From an optimization exercise on the open Yosys and OpenROAD flow, aimed at small area and a short achievable clock period; shortcuts taken in it are not production practice.
At most, simulation tests tie the RTL to the original design; equivalence was not proved.
Power figures rest on the tool's default switching activity, not on a simulated workload.

// processor
module processor(
    input clk,
    input rst,
    output [31:0] imem_addr,
    input [31:0] imem_rdata,
    output dmem_en,
    output dmem_we,
    output [31:0] dmem_addr,
    output [31:0] dmem_wdata,
    input [31:0] dmem_rdata,
    output wb_en,
    output [3:0] wb_addr,
    output [31:0] wb_data
    );
reg [31:0] ia;       
reg [31:0] f_ir, d_ir;
reg f_v, d_v;
reg [15:0] d_seln, d_selm;   
reg d_useimm;                
reg [31:0] e_A, e_B;
reg [2:0] e_op;
reg e_zupd, e_wen, e_men, e_we;
reg [3:0] e_rd;
reg br;      
reg z;       
reg [31:0] m_A, m_B;
reg [2:0] m_op;
reg m_wen, m_en, m_we;
reg [3:0] m_rd;
reg [31:0] w_data;
reg [3:0] w_rd;
reg w_en;
assign imem_addr = ia;
wire [5:0] f_opc = f_ir[29:24];
wire f_useimm = f_ir[31] | (f_opc == 6'b100100);
always @(posedge clk) begin
    f_ir <= imem_rdata;
    d_ir <= f_ir;
    f_v <= ~rst;
    d_v <= ~rst & f_v & ~br;
    d_useimm <= f_useimm;
    d_seln <= 16'd1 << f_ir[23:20];
    d_selm <= f_useimm ? 16'd0 : (16'd1 << f_ir[3:0]);
end
wire       d_S   = d_ir[30];
wire [5:0] d_opc = d_ir[29:24];
wire [3:0] d_rn  = d_ir[23:20];
wire d_mem = d_opc[5] & d_opc[4];
wire d_ls  = d_ir[27];
wire d_regw = ~(d_mem & ~d_ls);
wire [3:0] d_rd = (d_opc[5] | d_opc[4]) ? d_rn : d_ir[19:16];
wire d_beq = (d_opc == 6'b100100);
wire d_flag = (d_opc == 6'b000110) | (d_opc == 6'b001001) | (d_opc == 6'b011101);
reg [2:0] d_op;
always @(*) begin
    case (d_opc)
    6'b000110: d_op = 3'd0;
    6'b001001: d_op = 3'd1;
    6'b011101: d_op = 3'd1;
    6'b001011: d_op = 3'd2;
    6'b001010: d_op = 3'd3;
    6'b001100: d_op = 3'd4;
    6'b001110: d_op = 3'd5;
    6'b011100: d_op = 3'd6;
    6'b100100: d_op = 3'd6;
    default:   d_op = 3'd7;
    endcase
end
wire [31:0] rf_n, rf_m;
  ...
Size: about 3,200 cells after synthesis, ~830 flip-flops, roughly 200 I/O pins, roughly 38,000 um^2 of cells after synthesis.
Settings: LEC_CHECK=0, ABC_CLOCK_PERIOD_IN_PS=2900, CAP_MARGIN=20, CORE_MARGIN=2, CORE_UTILIZATION=55, CTS_BUF_LIST=sky130_fd_sc_hd__clkbuf_4 sky130_fd_sc_hd__clkbuf_8, CTS_CLUSTER_SIZE=30, SETUP_SLACK_MARGIN=4.6, SLEW_MARGIN=20; clock period 7.5 ns.
run.sh (not shown) runs the stock make flow with config.mk's settings and CLKGATE_MAP_FILE= SYNTH_SCRIPT=/design/flow/synth_recipe.tcl, a recipe that flattens the netlist after the stock synthesis.
Then changed:
--- a/flow/config.mk
+++ b/flow/config.mk
@@ -11,4 +11,2 @@
 export CORE_UTILIZATION = 55
-export CTS_BUF_LIST = sky130_fd_sc_hd__clkbuf_4 sky130_fd_sc_hd__clkbuf_8
-export CTS_CLUSTER_SIZE = 30
 export SETUP_SLACK_MARGIN = 4.6
Effect:
- The changed run produced a clean layout
- wire length went down by 2.6%
- power went up by 2.3%
- area after synthesis stays the same
Function was not checked in any run of this note: the RTL went through the layout flow alone.


== run 1 ==
The RTL this note starts from:
==> flow/design.v <==
module alu(
    input add, input f_and, input f_or, input f_not, input f_xor, input pass,
    input cin,
    input [31:0] A,
    input [31:0] B,
    output [31:0] result
    );
wire [31:0] p = A ^ B;
wire [31:0] g0 = A & B;
reg [31:0] G, P;
integer l, i, j;
always @(*) begin
    G = g0;
    P = p;
    G[0] = g0[0] | (p[0] & cin);
    for (l = 0; l < 5; l = l + 1)
        for (i = 0; i < 32; i = i + 1)
            if (i[l]) begin
                j = ((i >> l) << l) - 1;
                G[i] = G[i] | (P[i] & G[j]);
                P[i] = P[i] & P[j];
            end
end
wire [31:0] c = {G[30:0], cin};
wire [31:0] sum = p ^ c;
assign result = ({32{add}} & sum)
              | ({32{f_and}} & g0)
              | ({32{f_or}} & (A | B))
              | ({32{f_not}} & ~A)
              | ({32{f_xor}} & p)
              | ({32{pass}} & B);
endmodule
module shifter #(parameter LEVELS = 5) (
    input [31:0] in,
    input [LEVELS-1:0] l,
    input [LEVELS-1:0] r,
    output [31:0] out
    );
reg [31:0] s;
integer k;
always @(*) begin
    s = in;
    for (k = 0; k < LEVELS; k = k + 1)
        s = (s & {32{~(l[k] | r[k])}}) | ((s << (1 << k)) & {32{l[k]}}) | ((s >> (1 << k)) & {32{r[k]}});
end
assign out = s;
endmodule
module registerfile
  (input clk,
   input write,
   input [3:0] wrAddr,
   input [31:0] wrData,
   input [15:0] selm,
   output [31:0] rdDatam,
   input [15:0] seln,
   output [31:0] rdDatan);
   reg [511:0] rf;
   genvar r;
   generate
      for (r = 0; r < 16; r = r + 1) begin : g_reg
         wire we = write & (wrAddr == r);
         always @(posedge clk)
            rf[32*r +: 32] <= (rf[32*r +: 32] & {32{~we}}) | (wrData & {32{we}});
      end
   endgenerate
   reg [31:0] m, n;
   integer k;
   always @(*) begin
      m = 32'd0;
      n = 32'd0;
      for (k = 0; k < 16; k = k + 1) begin
         m = m | (rf[32*k +: 32] & {32{selm[k]}});
         n = n | (rf[32*k +: 32] & {32{seln[k]}});
      end
   end
   assign rdDatam = m;
   assign rdDatan = n;
endmodule
module processor(
    input clk,
    input rst,
    output [31:0] imem_addr,
    input [31:0] imem_rdata,
    output dmem_en,
    output dmem_we,
    output [31:0] dmem_addr,
    output [31:0] dmem_wdata,
    input [31:0] dmem_rdata,
    output wb_en,
    output [3:0] wb_addr,
    output [31:0] wb_data
    );
reg [31:0] ia;       
reg [31:0] f_ir, d_ir;
reg f_v, d_v;
reg [15:0] d_selm;           
reg d_useimm;                
reg [4:0] d_shl, d_shr;   
reg [31:0] e_A, e_B;
reg [2:0] e_op;
reg e_zupd, e_wen, e_men, e_we, e_sub;
reg e_l4, e_r4;    
reg [3:0] e_rd;
reg br;      
reg z;       
reg [31:0] m_A, m_B;
reg m_add, m_and, m_or, m_not, m_xor, m_pass, m_cin;
reg m_wen, m_en, m_we, m_ld;
reg [3:0] m_rd;
reg [31:0] w_data;
reg [3:0] w_rd;
reg w_en;
assign imem_addr = ia;
wire [5:0] f_opc = f_ir[29:24];
wire f_useimm = f_ir[31] | (f_opc == 6'b100100);
always @(posedge clk) begin
    f_ir <= imem_rdata;
    d_ir <= f_ir;
    f_v <= ~rst;
    d_v <= ~rst & f_v & ~br;
    d_useimm <= f_useimm;
    d_selm <= f_useimm ? 16'd0 : (16'd1 << f_ir[3:0]);
    d_shl <= f_ir[14:10] & {5{~f_useimm &  f_ir[15]}};
    d_shr <= f_ir[14:10] & {5{~f_useimm & ~f_ir[15]}};
end
wire       d_S   = d_ir[30];
wire [5:0] d_opc = d_ir[29:24];
wire [3:0] d_rn  = d_ir[23:20];
wire d_mem = d_opc[5] & d_opc[4];
wire d_ls  = d_ir[27];
wire d_regw = ~(d_mem & ~d_ls);
wire [3:0] d_rd = (d_opc[5] | d_opc[4]) ? d_rn : d_ir[19:16];
wire d_beq = (d_opc == 6'b100100);
wire d_flag = (d_opc == 6'b000110) | (d_opc == 6'b001001) | (d_opc == 6'b011101);
reg [2:0] d_op;
always @(*) begin
    case (d_opc)
    6'b000110: d_op = 3'd0;
    6'b001001: d_op = 3'd1;
    6'b011101: d_op = 3'd1;
    6'b001011: d_op = 3'd2;
    6'b001010: d_op = 3'd3;
    6'b001100: d_op = 3'd4;
    6'b001110: d_op = 3'd5;
    6'b011100: d_op = 3'd6;
    6'b100100: d_op = 3'd6;
    default:   d_op = 3'd7;
    endcase
end
wire [31:0] rf_n, rf_m;
registerfile RegFile(clk, w_en, w_rd, w_data, d_selm, rf_m, 16'd1 << d_rn, rf_n);
wire [31:0] d_imm = {d_beq ? 8'd0 : {8{d_ir[15]}},
                     d_beq ? d_ir[23:16] : {8{d_ir[15]}},
                     d_ir[15:0]};
wire [31:0] d_Bs;
shifter #(4) sft(rf_m, d_shl[3:0], d_shr[3:0], d_Bs);
wire d_go = ~rst & d_v & ~br;
always @(posedge clk) begin
    e_A <= rf_n;
    e_B <= d_Bs | (d_imm & {32{d_useimm}});
    e_op <= d_op;
    e_sub <= (d_op == 3'd1);
    e_l4 <= d_shl[4];
    e_r4 <= d_shr[4];
    e_rd <= d_rd;
    e_zupd <= d_go & d_S & d_flag;
    e_wen <= d_go & d_regw;
    e_men <= d_go & d_mem;
    e_we <= d_go & d_mem & ~d_ls;
end
wire [31:0] e_Bs = (e_B & {32{~(e_l4 | e_r4)}}) | ((e_B << 16) & {32{e_l4}}) | ((e_B >> 16) & {32{e_r4}});
wire [31:0] e_y = e_Bs ^ {32{e_sub}};
wire [31:0] e_cin = {e_A[30:0] | e_y[30:0], e_sub};
wire e_zero = ((e_A ^ e_y) == e_cin);
wire e_znext = e_zupd ? e_zero : z;
wire br_next = d_go & d_beq & e_znext;
always @(posedge clk) begin
    if (rst) z <= 1'b0;
    else     z <= e_znext;
    br <= br_next;
    if (br_next)
        ia <= {8'd0, d_ir[23:0]};
    else if (rst)
        ia <= 32'd0;
    else
        ia <= ia + 32'd1;
end
always @(posedge clk) begin
    m_A <= e_A;
    m_B <= e_y;
    m_add <= (e_op == 3'd0) | (e_op == 3'd1);
    m_and <= (e_op == 3'd2);
    m_or <= (e_op == 3'd3);
    m_not <= (e_op == 3'd4);
    m_xor <= (e_op == 3'd5);
    m_pass <= (e_op == 3'd6);
    m_cin <= e_sub;
    m_rd <= e_rd;
    m_wen <= ~rst & e_wen & ~br;
    m_en <= ~rst & e_men;
    m_we <= ~rst & e_we;
    m_ld <= e_men & ~e_we;
end
assign dmem_en = m_en;
assign dmem_we = m_we;
assign dmem_addr = m_B;
assign dmem_wdata = m_A;
wire [31:0] m_res;
alu exec(m_add, m_and, m_or, m_not, m_xor, m_pass, m_cin, m_A, m_B, m_res);
always @(posedge clk) begin
    w_data <= m_res | (dmem_rdata & {32{m_ld}});
    w_rd <= m_rd;
    w_en <= ~rst & m_wen;
end
assign wb_en = w_en;
assign wb_addr = w_rd;
assign wb_data = w_data;
endmodule
export LEC_CHECK = 0
export ABC_AREA = 1
export CAP_MARGIN = 20
export CORE_MARGIN = 2
export CORE_UTILIZATION = 50
export CTS_CLUSTER_DIAMETER = 100
export CTS_CLUSTER_SIZE = 24
export SETUP_SLACK_MARGIN = 4.4
export SLEW_MARGIN = 20
create_clock -name core_clock -period 7.5 [get_ports {clk}]
standard.sh (not shown) runs the stock make flow with config.mk's settings and CLKGATE_MAP_FILE= SYNTH_SCRIPT=/design/flow/synth_recipe.tcl, a recipe that flattens the netlist after the stock synthesis.
==> flow/flow/run.sh <==
#!/bin/bash
# The standard layout (standard.sh, all of its steps) with two changes
# passed to the ORFS scripts through their environment:
#  - the port buffers that buffer_ports inserts are buf_1 cells
#  - clock tree synthesis inserts no dummy loads
# make's output goes to make.log; each ORFS step keeps its own log under orfs/logs.
set -euo pipefail
export BUFFER_PORTS_ARGS="-buffer_cell sky130_fd_sc_hd__buf_1"
export CTS_ARGS="-sink_clustering_enable -repair_clock_nets -sink_clustering_size 24 -sink_clustering_max_diameter 100 -dont_use_dummy_load"
bash standard.sh > make.log 2>&1
The following lists how run 2 was set up differently from run 1:
- changing SETUP_SLACK_MARGIN from 4.4 to 4.8
Notes after the runs:
Run 2 finished every stage and its layout cleared the timing, design-rule and antenna checks.
Relative to run 1, overall global routing resource usage has increased by 0.84 points in run 2.
Run 1 has lower global-route wire length before repair than run 2.
In the metrics for run 2 and run 1, the one carrying the lower register-to-register slack is run 1.
Modified inputs, run 3 compared to run 2
- changing SETUP_SLACK_MARGIN from 4.8 to 4.0
[summary]
- Routed metal-1 wirelength of run 3 falls short of that of run 2 slightly.
- Changes observed in run 3 relative to run 2: clock network fraction of total power up 1.2 points, layout overhead on the synthesized area down 7.1 points, count of vias placed by the detailed router down about 2.2%, minimum clock period up 0.40 ns.
- Run 3 vs. run 2: cell depth of the worst setup path went down by 5.
- Where design area is concerned, run 2 is outperformed by run 3.
- Run 3: PASS, flow complete, no timing, DRC or antenna violations
- Comparing run 3 and run 2, part of the total power dissipated in combinational logic is higher on run 2.
- Run 3 vs run 2, last element of the critical path: e_A[10] vs ia[7]
- Changes observed in run 3 relative to run 2: total wirelength of the detailed-routed design moved down, number of antenna violations at the first check in global routing saw an increase.

-- what the ideal ports hide --
The results above use ideal ports. As a check the final layouts listed here were re-extracted and re-timed, cells and wires unchanged. Step 1 assumes that a clkbuf_16 drives the clock port and a buf_2 every other input. Step 2 adds t to the input delays and takes it off the output delays; t is the mean of the earliest and latest rising clock arrival at the registers after step 1. Input paths then give back, and output paths get back, about the clock's delay inside the block. a / b / c = no drivers / after step 1 / after step 2; a / b = the first two.
run | shift t [ns] | setup slack, ns | hold slack, ns | worst setup path after step 2
the first run of note 1 | 0.867 | 3.805 / 3.805 / 3.805 | 0.314 / 0.314 / 0.314 | register to register
the second run of note 1 | 0.722 | 3.716 / 3.716 / 3.716 | 0.326 / 0.326 / 0.326 | register to register
run 1 | 0.661 | 4.477 / 4.410 / 4.193 | 0.333 / 0.333 / 0.333 | input to register
run 2 | 0.654 | 4.544 / 4.544 / 4.151 | 0.330 / 0.330 / 0.330 | input to register
run 3 | 0.660 | 4.143 / 4.120 / 4.143 | 0.333 / 0.333 / 0.333 | register to register
After both steps every run listed still meets setup and hold. The setup slack of run 2, which loses most, moves by 0.000 ns with the drivers and by -0.393 ns with both steps.
